Source: an optimization exercise on an open RTL-to-GDS flow (aim: small area, a short achievable clock period and few clock cycles). Production flows keep margins and buffers that such runs may drop. At most, simulation tests tie the RTL to the original design; equivalence was not proved. No functional check of the RTL was part of run 2.

## flow/design.v (module list and top-level ports; edited modules follow where they fit)
// module seq_multi: 912 lines
module seq_multi #(
    parameter WIDTH = 32
)
(
    input wire logic clk,
    input wire logic rst,
    input wire logic start,
    input wire logic [WIDTH - 1:0] multiplier,
    input wire logic [WIDTH - 1:0] multiplicand,
    output logic busy,
    output logic [(WIDTH * 2) - 1:0] product
);
  // ...
==> flow/flow/run.sh <==
#!/bin/bash
# The standard layout, with the port buffers made of buf_4 cells instead of the
# delay-buffer cells buffer_ports picks by default.
set -euo pipefail
export BUFFER_PORTS_ARGS="-buffer_cell sky130_fd_sc_hd__buf_4"
bash standard.sh finish > standard.log 2>&1
==> flow/standard.sh <==
#!/bin/bash
# synth_recipe.tcl (not shown) runs the flow's synth.tcl, then flattens the netlist and writes it again
# the make line also repeats each setting of config.mk as NAME=value (left out here)
make -C /OpenROAD-flow-scripts/flow DESIGN_CONFIG=/design/flow/config.mk WORK_HOME=/design/flow/orfs CLKGATE_MAP_FILE= SYNTH_SCRIPT=/design/flow/synth_recipe.tcl "${@:-finish}"
==> flow/config.mk <==
export PLATFORM = sky130hd
export DESIGN_NAME = seq_multi
export DESIGN_NICKNAME = seq_multi
export VERILOG_FILES = /design/flow/design.v
export SDC_FILE = /design/flow/constraint.sdc
export NUM_CORES = 4
export LEC_CHECK = 0
export CAP_MARGIN = 20
export CORE_MARGIN = 2
export CORE_UTILIZATION = 45
export SETUP_SLACK_MARGIN = 1.0
export SLEW_MARGIN = 20
==> flow/constraint.sdc <==
create_clock -name core_clock -period 5.0 [get_ports {clk}]
set_input_delay 1.0000 -clock core_clock [delete_from_list [all_inputs] [get_ports {clk}]]
set_output_delay 1.0000 -clock core_clock [all_outputs]
set_load 0.01 [all_outputs]
==> flow_summary.ini, run 1 <==
[cells_and_area]
final_cell_mix = 398 x buf_4, 251 x inv_1, 177 x nand2_1
layout.nets = 3518
final_common_cell = buf_4
buf_share_pct = 19.4
layout.clock.cell_area_share_pct = 1.69
nMultiInputCombCells = 1924
final_cell_count_no_fill = 3766
seq_cell_count = 180
fin_util_pct = 68.3
sh_seq_area_pct = 11.5

[hold_path]
min-delay-start = busy$_DFF_P_
hold_path_class = reg2reg
hold_path_depth = 1

[sta]
worstMarginPinSlew_ns = 1.15
fin_skew_ns = 0.0129
post-route-period-util_pct = 88.1

[critical_path]
critPathSlowestCell = ha_2
crit_start = c[29]$_DFF_P_
cp_data_required_time_ns = 4.00
worst-path-stages = 12
cpPeakStageDelay_ns = 0.49
path_buf_inv = 4

[synth]
synth_top_family_by_area = adder cells
synthesis.nets = 3101
synth_seq_cells = 180
yosysMostFrequentCell = inv_1

[clock_tree]
clockRootBuffer = clkbuf_16
clock_sinks = 180
cts_hold_buffers = 0

[die]
rows = 82
tap_cells = 672

[place]
detailed_place_hpwl_mm = 73.9
routabilityCongestion = 1.01
place_ws_ns = -0.0816

[grt]
grt_busiest_layer = met2
grt_pass1_wl_mm = 153
grt_pass1_vias = 22700

[outcome]
status = complete, no violations

[routing]
via_count = 24200
dr_wl_met3_mm = 15.2
Testbench counts, summed over its fixed seeds: cycles 1,024.
==> inputs of run 2 (changes only) <==
--- a/flow/design.v
+++ b/flow/design.v
@@ -899,14 +899,11 @@
             n8 <= multiplier[17];
         end
         if (start & ~bd) begin
             s <= ts;
             c <= tc;
         end else if (bd) begin
             s <= {ts[47:0], lo[15:0]};
             c <= {tc[47:0], 16'd0};
-        end else begin
-            s[63:16] <= product[63:16];
-            c <= 64'd0;
         end
     end
 endmodule
==> flow/config.mk (replaced) <==
export PLATFORM = sky130hd
export DESIGN_NAME = seq_multi
export DESIGN_NICKNAME = seq_multi
export VERILOG_FILES = /design/flow/design.v
export SDC_FILE = /design/flow/constraint.sdc
export NUM_CORES = 4
export LEC_CHECK = 0
export CAP_MARGIN = 20
export CORE_MARGIN = 2
export CORE_UTILIZATION = 40
export SETUP_SLACK_MARGIN = 0.5
export SLEW_MARGIN = 20
==> run 2 against run 1 <==
- hold slack got worse by 0.0020 ns
- global-route usage down 9.7 points
- utilization shrank 21 points
- wire length is 21% lower
- setup slack lost 0.048 ns
- area after synthesis up 2.1%
- die area rose by 15%
- flip-flop and latch count unchanged
- non-clock buffer count fell by 324
==> flow_summary.ini, run 2 <==
[clock_tree]
cts_buffer_depth = 2
tritoncts = yes
path_clk_slew_ns = 0.08
cts-buffers-inserted = 17
clockRootBuffer = clkbuf_16
clk_latency_ns = 0.51
cts_hold_buffers = 0
clock_sinks = 180
cts_max_level = 4

[cells_and_area]
drive_gt1_share_pct = 16.0
final_common_cell = inv_1
area_growth_pct = 17.0
antenna_cells = 0
n_fill_cell = 5461
reg.largest.list = c (64), s (64), m (32)
fin_util_pct = 47.4
final_cell_mix = 326 x inv_1, 273 x fa_1, 266 x xnor2_1
final_cell_count_no_fill = 3492
layout.nets = 3150

[sta]
post-route-period-util_pct = 89.1
final-hold-violation-count = 0
setup_tns_ns = 0
max_freq_mhz = 225
period_needed_ns = 4.45
relSlewSlack_pct = 26.4
rsz0062_at_grt = yes
worstMarginPinSlew_ns = 1.10
maxSlewViolCount = 0
finalSetupViolations = 0
fin_skew_ns = 0.0165

[synth]
yosysUniqueCellTypes = 63
synth_seq_cells = 180
synth_area_leaders = fa_1 24%, edfxtp_1 15%, xnor2_1 10%
synthesis.nets = 3037
yosysMostFrequentCell = inv_1
synthArstFlopShare_pct = 0
avgSynthCellArea_sq_um = 9.00
syn_area_sq_mm = 0.0234
netlist.area_leader.share_pct = 24.2
ys_warn_count = 1
synth_top_cell_by_area = fa_1
synth_enable_flop_cells = 115
synthCells = 2601
synthFlopType = edfxtp_1
ys_seq_area_share_pct = 20.3
synth_common_cells = 328 x inv_1, 283 x fa_1, 273 x o22ai_1

[place]
routabilityCongestion = 0.959
detailed_place_hpwl_mm = 68.9
dpl.cell_count = 3433
port_buffers = 131

[routing]
wl_mm = 90.4
drc_errors = 0
first_pass_iters = 6
drtIter0Drc = 2433
via_count = 20600
drtAntennaViolNets = 0
wl_per_cell_um = 25.9
vias_per_cell = 5.90

[grt]
overflow = 0
grt_usage_pct = 30.0
grt_max_degree = 64
grt_pass1_vias = 20400
grt_pass1_wl_mm = 134
antenna_found_initial = 0

[die]
core_area_sq_mm = 0.0578
die_h_um = 246
initial_core_util_pct = 40.5
die_area_sq_mm = 0.0605
rows = 88
io_pins = 132
chipWidth_um = 246

[outcome]
status = complete, no violations

[hold_path]
min-delay-start = busy$_DFF_P_
hold_path_class = reg2reg

[critical_path]
arrival_ns = 4.70
critPathSlowestCell = fa_2
crit_top_cell = fa_1
crit_path_start_kind = flop
worstSetupPathType = reg2reg
reg2reg_from = bm$_DFF_P_
critPathMaxFanout = 17
end_kind = flop
cp_data_required_time_ns = 5.25
cp_cell_sequence = buf_12 -> mux2i_2 -> buf_4 -> o22ai_1 -> xnor2_1 -> fa_1 -> fa_1 -> inv_1 -> fa_1 -> fa_2 -> buf_4 -> mux2i_1
cpPeakStageDelay_ns = 0.67
crit_start = bm$_DFF_P_

[job]
cap_violations = 0
[run 2: path summary, 6_finish.rpt]
kind                      to  slack, ns  cells after the start
max reg2reg  c[27]$_DFFE_PP_       0.55                     12
min             busy$_DFF_P_       0.42                      1
max          c[27]$_DFFE_PP_       0.55                     12
min reg2reg     busy$_DFF_P_       0.42                      1
[run 2: per-stage QoR]
| step | instance area, sq um | setup WS [ns] | hold slack [ns] |
|---|---|---|---|
| final | 27400 | 0.547 | 0.419 |
| after global routing | 27400 | 0.425 | 0.447 |
| after CTS | 27000 | 0.502 | 0.427 |
| after detailed placement | 26200 | -0.0818 | 0.416 |
| after global placement | 26200 | -0.0354 | 0.406 |
| after floorplan | 23500 | 0.487 | 0.443 |
[run 2: critical path, delay by kind of cell, from the launching register on]
| family | cells | cell delay (ns) |
|---|---|---|
| xor+xnor | 1 | 0.24 |
| mux | 2 | 0.37 |
| fa+ha+maj | 4 | 2.24 |
| buf+inv | 4 | 0.72 |
| flops | 1 | 0.41 |
| compound gates | 1 | 0.14 |
[run 2: final cells by class]
cell class,instances,area [sq um],share of cell area (%)
Multi-Input combinational cell,1887,17000,62.1
Timing Repair Buffer,294,2820,10.3
Tap cell,765,957,3.49
Clock inverter,14,164,0.598
Clock buffer,18,439,1.60
Inverter,334,1260,4.58
Sequential cell,180,4760,17.4
[run 2: timing repair]
action | CTS | global route
resized for setup | 14 | 62
buffers inserted | 8 | 18
pin swaps | 4 | 22
gates cloned | 0 | 1
endpoints found under the setup margin | 21 | 51
[run 2: routing by layer]
layer | track usage [%] | vias to the layer above | share of wire, %
met1 | 42.0 | 10000 | 41
met4 | 13.6 | 0 | 4.9
met2 | 43.1 | 1374 | 42
met3 | 8.13 | 207 | 12
li1 | - | 9004 | -
met5 | 0 | - | 0
[run 2: kinds of logic (layout without fill, tap and decap cells)]
| group | after synthesis | in the layout | share of synthesized area [%] |
|---|---|---|---|
| buffers and inverters | 534 | 660 | 8.89 |
| AOI/OAI and AO/OA | 663 | 663 | 17.5 |
| xor gates and xnor gates | 328 | 328 | 12.3 |
| muxes | 92 | 92 | 3.93 |
| DFF | 180 | 180 | 20.3 |
| and+or+nand+nor | 435 | 435 | 8.33 |
| adders and majority gates | 369 | 369 | 28.8 |

## re-timing with driven ports
The flow's constraints put no driver on any port. The routed layouts listed below were extracted and timed again, unchanged, in two steps. Step 1, drivers: a clkbuf_16 drives clk and a buf_2 each remaining input, both assumed. Step 2, shift: input delay + t, output delay - t, t = (earliest + latest rising clock arrival at the registers) / 2. This alone moves slack from input paths to output paths. Slacks: no drivers / after step 1 / after step 2; pairs: no drivers / after step 1.
run	shift t [ns]	setup slack, ns	clock arrival spread, ns	worst slew at a driven data input, ns
run 1	0.558	0.595 / 0.535 / 0.087	0.013 / 0.013	0.08
run 2	0.564	0.547 / 0.531 / 0.026	0.017 / 0.017	0.05
After both steps every run listed still meets setup and hold. For run 2, which loses most, drivers alone change the setup slack by -0.016 ns; drivers and shift together by -0.521 ns.
